From an optimization exercise on the open Yosys and OpenROAD flow, aimed at a short achievable clock period and few clock cycles per item; shortcuts taken in it are not production practice.
Only simulation tests tie the RTL to the original design; equivalence was not proved.
Power is estimated from default activity; no workload was simulated.

Setup of run B:
==> flow/design.v (excerpt) <==
module pd5 #(
    parameter int AWIDTH = 32,
    parameter int DWIDTH = 32)(
    input  logic              clk,
    input  logic              reset,
    output logic [AWIDTH-1:0] imem_addr,
    input  logic [DWIDTH-1:0] imem_rdata,
    output logic [AWIDTH-1:0] dmem_addr,
    output logic [DWIDTH-1:0] dmem_wdata,
    output logic [2:0]        dmem_funct3,
    output logic              dmem_re,
    output logic              dmem_we,
    input  logic [DWIDTH-1:0] dmem_rdata
);
  localparam logic [31:0] BASEADDR = 32'h0100_0000;
  localparam logic [31:0] SP_RESET = 32'h0110_0000;
  localparam logic [6:0] OP_R      = 7'b0110011;
  localparam logic [6:0] OP_I      = 7'b0010011;
  localparam logic [6:0] OP_LOAD   = 7'b0000011;
  localparam logic [6:0] OP_STORE  = 7'b0100011;
  localparam logic [6:0] OP_BRANCH = 7'b1100011;
  localparam logic [6:0] OP_JAL    = 7'b1101111;
  localparam logic [6:0] OP_JALR   = 7'b1100111;
  localparam logic [6:0] OP_LUI    = 7'b0110111;
  localparam logic [6:0] OP_AUIPC  = 7'b0010111;
  logic [31:0] pc;
  logic        d_valid;
  logic        d_btb;        
  logic        d_pj;         
  logic [31:0] d_timm;       
  logic [31:0] d_pc;
  logic [31:0] d_insn;
  logic        e_we, e_load, e_store, e_jalr, e_auipc, e_sfwd;
  logic        e_kill;       
  logic        e_wv;         
  logic        e_c_eq, e_c_ne, e_c_lt, e_c_ge, e_c_ltu, e_c_geu;
  logic [4:0]  e_rd;
  logic [2:0]  e_f3;
  logic [31:0] e_a, e_b, e_s, e_alt, e_pc4;
  logic        e_sra;
  logic        e_r_add, e_r_sub, e_r_sll, e_r_sr, e_r_slt, e_r_sltu;
  logic        e_r_xor, e_r_or, e_r_and, e_r_link;
  logic        m_we, m_load, m_store;
  logic [4:0]  m_rd;
  logic [2:0]  m_f3;
  logic [31:0] m_res;        
  logic [31:0] m_alu;        
  logic [31:0] m_sdata;
  logic        w_we;
  logic [4:0]  w_rd;
  logic [31:0] w_res;
  logic [31:0] rf [1:31];
  localparam int BTB_N  = 4;
  localparam int BTB_IW = 2;               
  localparam int BTB_TW = 32 - BTB_IW;
  logic                  btb_v   [BTB_N];
  logic [BTB_TW-1:0]     btb_tag [BTB_N];
  logic [31:0]           btb_tgt [BTB_N];
  ...
For scale: roughly 10000 cells after synthesis, ~170 I/O pins, about 85000 um^2 of cells after synthesis.
==> flow/config.mk <==
export PLATFORM = sky130hd
export DESIGN_NAME = pd5
export DESIGN_NICKNAME = pd5
export VERILOG_FILES = /design/flow/design.v
export SDC_FILE = /design/flow/constraint.sdc
export NUM_CORES = 4
export LEC_CHECK = 0
export ABC_CLOCK_PERIOD_IN_PS = 2500
export CAP_MARGIN = 20
export CELL_PAD_IN_SITES_DETAIL_PLACEMENT = 1
export CELL_PAD_IN_SITES_GLOBAL_PLACEMENT = 1
export CORE_MARGIN = 2
export CORE_UTILIZATION = 35
export SLEW_MARGIN = 20
==> flow/constraint.sdc <==
create_clock -name core_clock -period 10.0 [get_ports {clk}]
set_input_delay 2.0000 -clock core_clock [delete_from_list [all_inputs] [get_ports {clk}]]
set_output_delay 2.0000 -clock core_clock [all_outputs]
set_load 0.01 [all_outputs]
standard.sh (not shown) runs the stock make flow with config.mk's settings and CLKGATE_MAP_FILE= SYNTH_SCRIPT=/design/flow/synth_recipe.tcl, a recipe that flattens the netlist after the stock synthesis.
==> flow/flow/run.sh <==
#!/bin/bash
set -euo pipefail
MARGIN=$(cat flow/margin.txt)
bash standard.sh SETUP_SLACK_MARGIN=$MARGIN ADDER_MAP_FILE= finish > flow_make.log 2>&1
==> flow/flow/margin.txt <==
7
In summary, run B completed successfully, with a layout that passed the timing, design-rule and antenna checks.
Testbench counts of run B, summed over its fixed seeds: cycles 31,148, instrs 26,936.
Input changes introduced in run C (baseline for comparison: run B):
# run B
export LEC_CHECK = 0
export ABC_CLOCK_PERIOD_IN_PS = 2500
export CAP_MARGIN = 20
export CELL_PAD_IN_SITES_DETAIL_PLACEMENT = 1
export CELL_PAD_IN_SITES_GLOBAL_PLACEMENT = 1
export CORE_MARGIN = 2
export CORE_UTILIZATION = 35
export SLEW_MARGIN = 20
create_clock -name core_clock -period 10.0 [get_ports {clk}]
# run C
export LEC_CHECK = 0
export ABC_CLOCK_PERIOD_IN_PS = 2500
export CAP_MARGIN = 20
export CELL_PAD_IN_SITES_DETAIL_PLACEMENT = 1
export CELL_PAD_IN_SITES_GLOBAL_PLACEMENT = 1
export CORE_MARGIN = 2
export CORE_UTILIZATION = 30
export SETUP_SLACK_MARGIN = 5
export SLEW_MARGIN = 20
create_clock -name core_clock -period 10.0 [get_ports {clk}]
==> flow/run.sh (new file) <==
#!/bin/bash
# synth_recipe.tcl (not shown) runs the flow's synth.tcl, then flattens the netlist and writes it again
# the make line also repeats each setting of config.mk as NAME=value (left out here)
make -C /OpenROAD-flow-scripts/flow DESIGN_CONFIG=/design/flow/config.mk WORK_HOME=/design/flow/orfs CLKGATE_MAP_FILE= SYNTH_SCRIPT=/design/flow/synth_recipe.tcl finish
removed: flow/flow/run.sh
removed: flow/flow/margin.txt
removed: flow/standard.sh
==> run summary <==
Simple-gate share of the synthesized area (higher): run B. Route | run C vs run B | wire shorter in run C. Met3 global-route usage (higher): run B. In the metrics for run B and run C, the one carrying the lower sequential fraction of design power is run B. Setup slack is higher on run B.

-- re-timing with driven ports --
Ports are ideal in the flow. The routed layouts listed here were re-timed in OpenROAD. Step 1, drivers: a clkbuf_16 drives clk and a buf_2 each remaining input, both assumed. Step 2 moves the port delays by t, midway between the first and last clock arrival at a register: inputs arrive t later, outputs are due t later. That takes back most of the time a late clock gives input paths. Three values: ideal ports, drivers, drivers and shift; two values: the first two.
run	t, ns	slack for setup (ns)	worst setup path at the end	worst slew at a driven data input, ns	pins driven straight from the clock port
run B	1.008	6.155 / 6.155 / 5.804	input to register	0.07	1
run C	1.001	4.835 / 4.835 / 4.835	register to register	0.14	1
After both steps setup and hold are still met in every run listed. The setup slack of run B, which loses most, moves by 0.000 ns with the drivers and by -0.351 ns with both steps.
